This design comes from an exercise in tuning for small area and a short achievable clock period on the open sky130 flow, not from production work.
Function was checked by simulation only, so behaviour that the tests miss may differ from the original.
The clock port is modelled as an ideal driver; clocking choices that lean on that would not hold on a real chip.

==> inputs of build 89 <==
// IIR
module IIR (
    input              clk,
    input              rst_n,
    input        [7:0] adc,
    output       [7:0] dac,
    output             adc_clk,
    output             dac_clk
);
Settings: LEC_CHECK=0, CAP_MARGIN=20, CORE_MARGIN=2, CORE_UTILIZATION=40, SLEW_MARGIN=20, SYNTH_HIERARCHICAL=1, SYNTH_MINIMUM_KEEP_SIZE=0; clock period 17.0 ns.
standard.sh (not shown) runs the stock make flow with config.mk's settings and CLKGATE_MAP_FILE= SYNTH_SCRIPT=/design/flow/synth_recipe.tcl, a recipe that flattens the netlist after the stock synthesis.
==> flow/flow/run.sh <==
#!/bin/bash
# The standard layout (standard.sh: ORFS, synthesis to final layout), with
# these changes:
#  - the ports get plain buffers (buf_2) instead of the delay cells that
#    buffer_ports picks by default, and the reset port, which drives every
#    flip-flop, a buf_8 (flow/pre_resize.tcl, before repair_design);
#  - the clock port drives three clkbuf_8, each of which drives the registers
#    of one third of the core (flow/pre_cts.tcl), instead of a five-buffer
#    tree with dummy loads.
# standard.sh's output goes to standard.log, ORFS's logs to orfs/logs/.
set -o pipefail
HERE=$(pwd)
cp standard.sh standard_sh.txt
export BUFFER_PORTS_ARGS="-buffer_cell sky130_fd_sc_hd__buf_2"
export PRE_RESIZE_TCL=$HERE/flow/pre_resize.tcl
export PRE_CTS_TCL=$HERE/flow/pre_cts.tcl
export CTS_ARGS="-clk_nets clk -repair_clock_nets -dont_use_dummy_load -buf_list sky130_fd_sc_hd__clkbuf_8"
bash standard.sh > standard.log 2>&1
==> flow/flow/pre_cts.tcl <==
# The clock port drives NBUF clock buffers (clkbuf_8) directly; each drives the
# registers of one vertical strip of the core and sits at their centre.
# clock_tree_synthesis is then run on the port net only.
set NBUF 3
set block [ord::get_db_block]
set dbu [$block getDbUnitsPerMicron]
set regs {}
foreach oi [$block getInsts] {
  if {[string match "*__df*" [[$oi getMaster] getName]]} {
    lassign [$oi getLocation] x y
    lappend regs [list $x $y [$oi getName]]
  }
}
set regs [lsort -integer -index 0 $regs]
set n [llength $regs]
for {set k 0} {$k < $NBUF} {incr k} {
  set lo [expr {$k * $n / $NBUF}]
  set hi [expr {($k + 1) * $n / $NBUF - 1}]
  set grp [lrange $regs $lo $hi]
  set sx 0; set sy 0; set pins {}
  foreach r $grp {
    lassign $r x y name
    set sx [expr {$sx + $x}]; set sy [expr {$sy + $y}]
    lappend pins [get_pins -of_objects [get_cells $name] -filter "name == CLK"]
  }
  set m [llength $grp]
  set cx [expr {double($sx) / $m / $dbu}]
  set cy [expr {double($sy) / $m / $dbu}]
  puts "pre_cts: clock buffer $k drives $m registers, at $cx $cy"
  insert_buffer -buffer_cell sky130_fd_sc_hd__clkbuf_8 -net clk -load_pins $pins \
    -buffer_name clkbuf_$k -net_name clk_$k -location [list $cx $cy]
}
==> flow/flow/pre_resize.tcl <==
# The reset input drives every flip-flop: give its port buffer more drive
# (buf_8) instead of leaving repair_design to add a second buffer for slew.
set rst_net [get_nets rst_n]
foreach pin [get_pins -of_objects $rst_net] {
  set inst [get_cells -of_objects $pin]
  if {[get_property $inst ref_name] eq "sky130_fd_sc_hd__buf_2"} {
    puts "pre_resize: [get_full_name $inst] -> sky130_fd_sc_hd__buf_8"
    replace_cell $inst sky130_fd_sc_hd__buf_8
  }
}
==> inputs of trial 5, as changes to build 89 <==
==> flow/flow/run.sh (replaced) <==
#!/bin/bash
# Standard ORFS layout (the standard.sh) with two changes:
#  - the ports get plain buffers (buf_2) instead of the delay cells that
#    buffer_ports picks by default;
#  - the clock tree is built from clkbuf_8 cells, without dummy load cells.
# standard.sh's and ORFS's output go to standard.log and orfs/logs/.
set -o pipefail
cp standard.sh standard_sh.txt
export BUFFER_PORTS_ARGS="-buffer_cell sky130_fd_sc_hd__buf_2"
export CTS_ARGS="-sink_clustering_enable -repair_clock_nets -dont_use_dummy_load -buf_list sky130_fd_sc_hd__clkbuf_8"
bash standard.sh > standard.log 2>&1
removed: flow/flow/pre_cts.tcl
removed: flow/flow/pre_resize.tcl
==> notes <==
Between trial 5 and build 89, the lower utilization is in build 89 (gap 0.38 points).
In critical path depth, build 89 and trial 5 do not differ.
Trial 5 went through all stages and came out clean. Build 89 produced a clean layout.
In build 89 the clock skew is lower than in trial 5, by 3.0 ps.
In trial 5 the sequential share of layout area is lower than in build 89, by 0.18 points.
Register-to-register slack is about the same in build 89 and trial 5.
In synthesized cell count, build 89 and trial 5 do not differ.
==> figures <==
quantity	trial 5	build 89
Global routing usage on met2	0.319	0.326
Final-layout fill cell count	1082	1090
Global routing usage on met3	0.0276	0.0122
Highest attainable clock frequency	101 MHz	101 MHz
Fin area	5140 um2	5090 um2
Initial drt markers	110	106
Total global-route track usage	0.198	0.193
Arrival time at the worst endpoint	6520 ps	6510 ps
Layout-to-synthesis area ratio	1.067x	1.058x
Worst hold slack	463 ps	464 ps
Outcome	timing/DRC/antenna clean	timing/DRC/antenna clean
Detail Placement HPWL	9120 um	9140 um
Worst-path clk slew	70 ps	110 ps

afterwards: timing with drivers on the ports:
The flow's constraints put no driver on any port. The routed layouts listed below were extracted and timed again, unchanged, in two steps. Step 1 (the two cells are an assumption about what drives the block):
set clk [get_ports {clk}]
set_driving_cell -lib_cell sky130_fd_sc_hd__clkbuf_16 $clk
set_driving_cell -lib_cell sky130_fd_sc_hd__buf_2 [delete_from_list [all_inputs] $clk]
Step 2 moves the port delays by t, midway between the first and last clock arrival at a register: inputs arrive t later, outputs are due t later. That takes back most of the time a late clock gives input paths. Slacks: no drivers / after step 1 / after step 2; pairs: no drivers / after step 1.
run | shift t [ns] | setup WS [ns] | worst setup path at the end | worst data-port slew with drivers (ns) | pins driven straight from the clock port
build 89 | 0.215 | 7.087 / 7.068 / 7.068 | input to output | 0.05 | 3
trial 5 | 0.329 | 7.083 / 7.063 / 7.063 | input to output | 0.03 | 1
After both steps every run listed still meets setup and hold. For trial 5, which loses most, drivers alone change the setup slack by -0.020 ns; drivers and shift together by -0.020 ns.
